This is an optimization exercise on Yosys and OpenROAD, whose aim is small area, not a production implementation.
Only simulation tests tie the RTL to the original design; equivalence was not proved.
No driver is modelled on the clock port, so clock power and skew are understated where the tree is cut down; a real chip needs a root buffer or a tree.
No activity file was given, so power comes from the tool's default toggle rates.

==> run H: inputs <==
==> flow/design.v <==
module estacionamiento (
    input  wire clk,
    input  wire rst,
    input  wire ech,
    output reg  trigger_o,
    output reg  led_50cm,
    output reg  led_100cm,
    output reg  led_200cm,
    output wire buzzer
);
    localparam [21:0] TTAPS   = 22'h200100;
    localparam        TFINV   = 1'b0;
    localparam [21:0] TW_VAL  = 22'h3fc808;
    localparam [21:0] TW_MASK = ~22'h84;
    localparam [21:0] TF_VAL  = 22'h1070de;
    localparam [21:0] TF_MASK = 22'h83a8;
    localparam [21:0] TRST    = TW_VAL & TW_MASK;
    reg  [21:0] ts;
    wire tw  = ((ts ^ TW_VAL) & TW_MASK) == 22'd0;
    wire tf  = ((ts ^ TF_VAL) & TF_MASK) == 22'd0;
    wire tfb = (^(ts & TTAPS)) ^ TFINV;
    always @(posedge clk) begin
        if (rst)
            ts <= TRST;
        else if (tw)
            ts <= 22'd0;
        else
            ts <= {~ts[20:0], tfb};
        if (rst)
            trigger_o <= 1'b0;
        else
            trigger_o <= tw | (trigger_o & ~tf);
    end
    localparam [14:0] ETAPS   = 15'h4001;
    localparam        EFINV   = 1'b0;
    localparam [14:0] ED_VAL  = 15'h38c0;
    localparam [14:0] ED_MASK = ~15'h818;
    localparam [1:0] IDLE = 2'b00, PH0 = 2'b01, PH1 = 2'b11, PH2 = 2'b10;
    reg  [1:0]  st;
    reg  [14:0] es;
    wire idle = (st == IDLE);
    wire ed   = ((es ^ ED_VAL) & ED_MASK) == 15'd0;
    wire efb  = (^(es & ETAPS)) ^ EFINV;
    wire done = !idle && !ech;
    always @(posedge clk) begin
        es <= (idle | ed) ? 15'd0 : {~es[13:0], efb};
        if (rst)
            st <= IDLE;
        else case (st)
            IDLE: st <= (ech && !trigger_o) ? PH0 : IDLE;
            PH0:  st <= !ech ? IDLE : ed ? PH1 : PH0;
            PH1:  st <= !ech ? IDLE : ed ? PH2 : PH1;
            default: st <= !ech ? IDLE : PH2;
        endcase
    end
    always @(posedge clk) begin
        if (rst) begin
            led_50cm  <= 1'b0;
            led_100cm <= 1'b0;
            led_200cm <= 1'b0;
        end else if (done) begin
            led_50cm  <= st != PH0;
            led_100cm <= !(st == PH1 && !ed);
            led_200cm <= st != PH2;
        end
    end
    assign buzzer = led_50cm;
endmodule
==> flow/flow/run.sh <==
#!/bin/bash
# Own layout flow: the standard ORFS flow (standard.sh), with
#  - an area-oriented ABC mapping script in place of ORFS's speed script,
#  - the smallest buffer for the port buffers,
set -euo pipefail
W=$PWD
exec > "$W/run_flow.log" 2>&1
rm -rf "$W/scripts_local"
cp -r "$FLOW_HOME/scripts" "$W/scripts_local"
cp "$W/flow/abc_area.script" "$W/scripts_local/abc_speed.script"
python3 - "$W/scripts_local/cts.tcl" "$W/flow/post_cts.tcl" <<'PY'
import sys
p, post = sys.argv[1], sys.argv[2]
s = open(p).read()
anchor = "log_cmd clock_tree_synthesis {*}$cts_args\n"
assert anchor in s
s = s.replace(anchor, anchor + "source " + post + "\n")
open(p, "w").write(s)
PY
export SCRIPTS_DIR="$W/scripts_local"
export BUFFER_PORTS_ARGS="-buffer_cell sky130_fd_sc_hd__buf_1"
export CTS_ARGS="-sink_clustering_enable -repair_clock_nets -dont_use_dummy_load"
bash "$W/standard.sh"
==> flow/flow/abc_area.script <==
strash
dch
map -a
topo
==> flow/flow/post_cts.tcl <==
set block [ord::get_db_block]
set clknet [$block findNet clk]
set roots {}
foreach it [$clknet getITerms] { lappend roots [$it getInst] }
if {[llength $roots] == 1} {
  set root [lindex $roots 0]
  set out_net ""
  foreach it [$root getITerms] {
    if {[$it isOutputSignal]} { set out_net [$it getNet] }
  }
  set loads {}
  foreach it [$out_net getITerms] {
    if {[$it getInst] != $root} { lappend loads $it }
  }
  set all_bufs 1
  foreach it $loads {
    if {![string match "sky130_fd_sc_hd__clkbuf_*" [[[$it getInst] getMaster] getName]]} { set all_bufs 0 }
  }
  if {$all_bufs && [llength $loads] <= 4} {
    puts "post_cts: removing root [$root getName], clk drives [llength $loads] leaf buffers"
    foreach it $loads { $it disconnect; $it connect $clknet }
    foreach it [$root getITerms] { $it disconnect }
    odb::dbInst_destroy $root
    odb::dbNet_destroy $out_net
  } else {
    puts "post_cts: root kept ([llength $loads] loads, all buffers: $all_bufs)"
  }
}

# Upsize any leaf clock buffer whose sinks would see a slow clock edge
# (estimated from placement; the routed slew comes out within a few ps).
set_propagated_clock [all_clocks]
estimate_parasitics -placement
foreach it [$clknet getITerms] {
  set inst [$it getInst]
  set name [$inst getName]
  foreach size {8 16} {
    set worst 0
    foreach p [get_pins -of [get_nets -of [get_pins $name/X]] -filter "direction==input"] {
      set s [get_property $p slew_max]
      if {$s > $worst} { set worst $s }
    }
    puts "post_cts: leaf $name [[$inst getMaster] getName] worst sink slew $worst"
    if {$worst <= 0.115} break
    replace_cell $name sky130_fd_sc_hd__clkbuf_$size
    estimate_parasitics -placement
  }
}
==> flow/standard.sh <==
#!/bin/bash
# synth_recipe.tcl (not shown) runs the flow's synth.tcl, then flattens the netlist and writes it again
# the make line also repeats each setting of config.mk as NAME=value (left out here)
make -C /OpenROAD-flow-scripts/flow DESIGN_CONFIG=/design/flow/config.mk WORK_HOME=/design/flow/orfs CLKGATE_MAP_FILE= SYNTH_SCRIPT=/design/flow/synth_recipe.tcl "${@:-finish}"
==> flow/config.mk <==
export PLATFORM = sky130hd
export DESIGN_NAME = estacionamiento
export DESIGN_NICKNAME = estacionamiento
export VERILOG_FILES = /design/flow/design.v
export SDC_FILE = /design/flow/constraint.sdc
export NUM_CORES = 4
export LEC_CHECK = 0
export CAP_MARGIN = 20
export CORE_MARGIN = 2
export CORE_UTILIZATION = 40
export SLEW_MARGIN = 20
==> flow/constraint.sdc <==
create_clock -name core_clock -period 5.0 [get_ports {clk}]
set_input_delay 1.0000 -clock core_clock [delete_from_list [all_inputs] [get_ports {clk}]]
set_output_delay 1.0000 -clock core_clock [all_outputs]
set_load 0.01 [all_outputs]
==> inputs of run E, as changes to run H <==
==> flow/design.v, changed modules only <==
module estacionamiento (
    input  wire clk,
    input  wire rst,
    input  wire ech,
    output reg  trigger_o,
    output reg  led_50cm,
    output reg  led_100cm,
    output reg  led_200cm,
    output wire buzzer
);
    localparam [21:0] TTAPS   = 22'h300000;
    localparam        TFINV   = 1'b0;
    localparam [21:0] TW_VAL  = 22'h15c1d0;
    localparam [21:0] TW_MASK = ~22'h010080;
    localparam [21:0] TF_VAL  = 22'h049955;
    localparam [21:0] TF_MASK = 22'h105400;
    localparam [21:0] TRST    = TW_VAL & TW_MASK;
    reg  [21:0] ts;
    wire tw  = ((ts ^ TW_VAL) & TW_MASK) == 22'd0;
    wire tf  = ((ts ^ TF_VAL) & TF_MASK) == 22'd0;
    wire tfb = (^(ts & TTAPS)) ^ TFINV;
    always @(posedge clk) begin
        if (rst)
            ts <= TRST;
        else if (tw)
            ts <= 22'd0;
        else
            ts <= {~ts[20:0], tfb};
        if (rst)
            trigger_o <= 1'b0;
        else
            trigger_o <= tw | (trigger_o & ~tf);
    end
    localparam [14:0] ETAPS   = 15'h4001;
    localparam        EFINV   = 1'b0;
    localparam [14:0] ED_VAL  = 15'h38c0;
    localparam [14:0] ED_MASK = ~15'h0418;
    localparam [1:0] IDLE = 2'b00, PH0 = 2'b01, PH1 = 2'b11, PH2 = 2'b10;
    reg  [1:0]  st;
    reg  [14:0] es;
    wire idle = (st == IDLE);
    wire ed   = ((es ^ ED_VAL) & ED_MASK) == 15'd0;
    wire efb  = (^(es & ETAPS)) ^ EFINV;
    wire done = !idle && !ech;
    always @(posedge clk) begin
        es <= (idle | ed) ? 15'd0 : {~es[13:0], efb};
        if (rst)
            st <= IDLE;
        else case (st)
            IDLE: st <= (ech && !trigger_o) ? PH0 : IDLE;
            PH0:  st <= !ech ? IDLE : ed ? PH1 : PH0;
            PH1:  st <= !ech ? IDLE : ed ? PH2 : PH1;
            default: st <= !ech ? IDLE : PH2;
        endcase
    end
    always @(posedge clk) begin
        if (rst) begin
            led_50cm  <= 1'b0;
            led_100cm <= 1'b0;
            led_200cm <= 1'b0;
        end else if (done) begin
            led_50cm  <= st != PH0;
            led_100cm <= !(st == PH1 && !ed);
            led_200cm <= st != PH2;
        end
    end
    assign buzzer = led_50cm;
endmodule
==> flow/run.sh (new file) <==
#!/bin/bash
# synth_recipe.tcl (not shown) runs the flow's synth.tcl, then flattens the netlist and writes it again
# the make line also repeats each setting of config.mk as NAME=value (left out here)
make -C /OpenROAD-flow-scripts/flow DESIGN_CONFIG=/design/flow/config.mk WORK_HOME=/design/flow/orfs CLKGATE_MAP_FILE= SYNTH_SCRIPT=/design/flow/synth_recipe.tcl finish
Settings changed: CTS_BUF_LIST set to sky130_fd_sc_hd__clkbuf_4.
removed: flow/flow/run.sh
removed: flow/flow/abc_area.script
removed: flow/flow/post_cts.tcl
removed: flow/standard.sh
==> run notes <==
- Run H produced a clean layout. Run E passed the timing, design-rule and antenna checks.
- First-iteration DRC count: run H is lower than run E (about 23%).
- In sequential power, run E and run H hardly differ.
- In run H the area after synthesis is smaller than in run E, by 10%.
- In run E the core utilization is higher than in run H, by 1.3 points.
- Of run H and run E, run E has the higher clock power (gap about 24%, measured against run E).
- In run E the setup slack is worse than in run H, by 0.47 ns.
- Against run H, the clock-buffer cell count of run E is higher by 2.


==> inputs of v1 <==
RTL: the design.v shown in full above, as it stands there.
clock: 5.0 ns
lec_check: 0
cap_margin: 0
core_margin: 2
core_utilization: 40
slew_margin: 0
standard.sh (not shown) runs the stock make flow with config.mk's settings and CLKGATE_MAP_FILE= SYNTH_SCRIPT=/design/flow/synth_recipe.tcl, a recipe that flattens the netlist after the stock synthesis.
==> flow/flow/run.sh <==
#!/bin/bash
# Own layout flow: the standard ORFS flow (standard.sh), with
#  - an area-oriented ABC mapping script in place of ORFS's speed script,
#  - the smallest buffer for the port buffers,
set -euo pipefail
W=$PWD
exec > "$W/run_flow.log" 2>&1
rm -rf "$W/scripts_local"
cp -r "$FLOW_HOME/scripts" "$W/scripts_local"
cp "$W/flow/abc_area.script" "$W/scripts_local/abc_speed.script"
python3 - "$W/scripts_local/cts.tcl" "$W/flow/post_cts.tcl" <<'PY'
import sys
p, post = sys.argv[1], sys.argv[2]
s = open(p).read()
anchor = "log_cmd clock_tree_synthesis {*}$cts_args\n"
assert anchor in s
s = s.replace(anchor, anchor + "source " + post + "\n")
open(p, "w").write(s)
PY
export SCRIPTS_DIR="$W/scripts_local"
export BUFFER_PORTS_ARGS="-buffer_cell sky130_fd_sc_hd__buf_1"
export CTS_ARGS="-sink_clustering_enable -repair_clock_nets -dont_use_dummy_load"
bash "$W/standard.sh"
==> flow/flow/post_cts.tcl <==
set block [ord::get_db_block]
set clknet [$block findNet clk]
set roots {}
foreach it [$clknet getITerms] { lappend roots [$it getInst] }
if {[llength $roots] == 1} {
  set root [lindex $roots 0]
  set out_net ""
  foreach it [$root getITerms] {
    if {[$it isOutputSignal]} { set out_net [$it getNet] }
  }
  set loads {}
  foreach it [$out_net getITerms] {
    if {[$it getInst] != $root} { lappend loads $it }
  }
  set all_bufs 1
  foreach it $loads {
    if {![string match "sky130_fd_sc_hd__clkbuf_*" [[[$it getInst] getMaster] getName]]} { set all_bufs 0 }
  }
  if {$all_bufs && [llength $loads] <= 4} {
    puts "post_cts: removing root [$root getName], clk drives [llength $loads] leaf buffers"
    foreach it $loads { $it disconnect; $it connect $clknet }
    foreach it [$root getITerms] { $it disconnect }
    odb::dbInst_destroy $root
    odb::dbNet_destroy $out_net
  } else {
    puts "post_cts: root kept ([llength $loads] loads, all buffers: $all_bufs)"
  }
}

# Upsize any leaf clock buffer whose sinks would see a slow clock edge
# (estimated from placement; the routed slew comes out within a few ps).
set_propagated_clock [all_clocks]
estimate_parasitics -placement
foreach it [$clknet getITerms] {
  set inst [$it getInst]
  set name [$inst getName]
  foreach size {8 16} {
    set worst 0
    foreach p [get_pins -of [get_nets -of [get_pins $name/X]] -filter "direction==input"] {
      set s [get_property $p slew_max]
      if {$s > $worst} { set worst $s }
    }
    puts "post_cts: leaf $name [[$inst getMaster] getName] worst sink slew $worst"
    if {$worst <= 0.115} break
    replace_cell $name sky130_fd_sc_hd__clkbuf_$size
    estimate_parasitics -placement
  }
}
Other scripts of this flow, unchanged in this note and not shown: flow/flow/abc_area.script
==> inputs of v27, as changes to v1 <==
==> flow/design.v, changed modules only <==
module estacionamiento (
    input  wire clk,
    input  wire rst,
    input  wire ech,
    output reg  trigger_o,
    output reg  led_50cm,
    output reg  led_100cm,
    output reg  led_200cm,
    output wire buzzer
);
    localparam [21:0] TTAPS   = 22'h300000;
    localparam        TFINV   = 1'b0;
    localparam [21:0] TW_VAL  = 22'h15c1d0;
    localparam [21:0] TW_MASK = ~22'h010080;
    localparam [21:0] TF_VAL  = 22'h049955;
    localparam [21:0] TF_MASK = 22'h105400;
    localparam [21:0] TRST    = TW_VAL & TW_MASK;
    reg  [21:0] ts;
    wire tw  = ((ts ^ TW_VAL) & TW_MASK) == 22'd0;
    wire tf  = ((ts ^ TF_VAL) & TF_MASK) == 22'd0;
    wire tfb = (^(ts & TTAPS)) ^ TFINV;
    always @(posedge clk) begin
        if (rst)
            ts <= TRST;
        else if (tw)
            ts <= 22'd0;
        else
            ts <= {~ts[20:0], tfb};
        if (rst)
            trigger_o <= 1'b0;
        else
            trigger_o <= tw | (trigger_o & ~tf);
    end
    localparam [14:0] ETAPS   = 15'h4001;
    localparam        EFINV   = 1'b0;
    localparam [14:0] ED_VAL  = 15'h38c0;
    localparam [14:0] ED_MASK = ~15'h0418;
    localparam [1:0] IDLE = 2'b00, PH0 = 2'b01, PH1 = 2'b11, PH2 = 2'b10;
    reg  [1:0]  st;
    reg  [14:0] es;
    wire idle = (st == IDLE);
    wire ed   = ((es ^ ED_VAL) & ED_MASK) == 15'd0;
    wire efb  = (^(es & ETAPS)) ^ EFINV;
    wire done = !idle && !ech;
    always @(posedge clk) begin
        es <= (idle | ed) ? 15'd0 : {~es[13:0], efb};
        if (rst)
            st <= IDLE;
        else case (st)
            IDLE: st <= (ech && !trigger_o) ? PH0 : IDLE;
            PH0:  st <= !ech ? IDLE : ed ? PH1 : PH0;
            PH1:  st <= !ech ? IDLE : ed ? PH2 : PH1;
            default: st <= !ech ? IDLE : PH2;
        endcase
    end
    always @(posedge clk) begin
        if (rst) begin
            led_50cm  <= 1'b0;
            led_100cm <= 1'b0;
            led_200cm <= 1'b0;
        end else if (done) begin
            led_50cm  <= st != PH0;
            led_100cm <= !(st == PH1 && !ed);
            led_200cm <= st != PH2;
        end
    end
    assign buzzer = led_50cm;
endmodule
==> flow/flow/run.sh (replaced) <==
#!/bin/bash
# Own layout flow: the standard ORFS flow (standard.sh), with
#  - an area-oriented ABC mapping script in place of ORFS's speed script,
#  - the smallest buffer for the port buffers,
#  - CTS without dummy loads, from one buffer size.
# Every tool's full output stays in orfs/logs/...; this script's own output
# goes to run_flow.log in the work folder.
set -euo pipefail
W=$PWD
exec > "$W/run_flow.log" 2>&1
rm -rf "$W/scripts_local"
cp -r "$FLOW_HOME/scripts" "$W/scripts_local"
cp "$W/flow/abc_area.script" "$W/scripts_local/abc_speed.script"
export SCRIPTS_DIR="$W/scripts_local"
export BUFFER_PORTS_ARGS="-buffer_cell sky130_fd_sc_hd__buf_1"
export CTS_ARGS="-sink_clustering_enable -repair_clock_nets -dont_use_dummy_load"
bash "$W/standard.sh"
- CAP_MARGIN: 0 -> 20
- SLEW_MARGIN: 0 -> 20
removed: flow/flow/post_cts.tcl
==> metrics.md <==
| Metric | Value |
|---|---|
| Status | complete, no violations |
| Vias in the first global route | 693 |
| Wl on met1 | 920 um |
| Utilization after layout | 0.447 |
| Syn Area/Cell | 10.1 um^2 |
| Sw frac | 0.195 |
| First-pass DRT Iterations | 3 |
| Wire per inst | 10.3 um |
| PD cells | 391 nW/um^2 |
| Relative slew slack | 0.241 |
| GPL Wtd Cong | 0.828 |
| Seq area share | 0.647 |
| Period utilisation layout | 0.450 |
| Initial Util | 0.412 |
| Die Span Y | 59.4 um |
| Layout fillers | 293 |
(the above is from v1)
==> metrics.md <==
| Metric | Value |
|---|---|
| Initial Util | 0.415 |
| Die Span Y | 59.8 um |
| Wl on met1 | 922 um |
| Period utilisation layout | 0.394 |
| Relative slew slack | 0.680 |
| Syn Area/Cell | 9.97 um^2 |
| First-pass DRT Iterations | 4 |
| Utilization after layout | 0.450 |
| Status | complete, no violations |
| Wire per inst | 11.4 um |
| PD cells | 392 nW/um^2 |
(the above is from v27)

afterwards: timing with drivers on the ports:
The results above use ideal ports. As a check the final layouts listed here were re-extracted and re-timed, cells and wires unchanged.
Step 1: set_driving_cell puts a clkbuf_16 on clk and a buf_2 on each other input, an assumption about the parent block.
Step 2 moves the port delays by t, midway between the first and last clock arrival at a register: inputs arrive t later, outputs are due t later. That takes back most of the time a late clock gives input paths.
Slacks: ideal / step 1 / step 2; pairs: ideal / step 1.
run | t (ns) | setup slack, ns | worst register clock-pin slew, ns | worst slew at a driven data input, ns
run H | 0.193 | 2.917 / 2.934 / 2.741 | 0.10 / 0.10 | 0.03
run E | 0.363 | 2.444 / 2.445 / 2.081 | 0.12 / 0.12 | 0.03
v1 | 0.193 | 2.748 / 2.748 / 2.702 | 0.10 / 0.10 | 0.03
v27 | 0.358 | 3.032 / 3.032 / 2.841 | 0.11 / 0.11 | 0.03
After both steps setup and hold are still met in every run listed. The setup slack of run E, which loses most, moves by +0.001 ns with the drivers and by -0.363 ns with both steps.
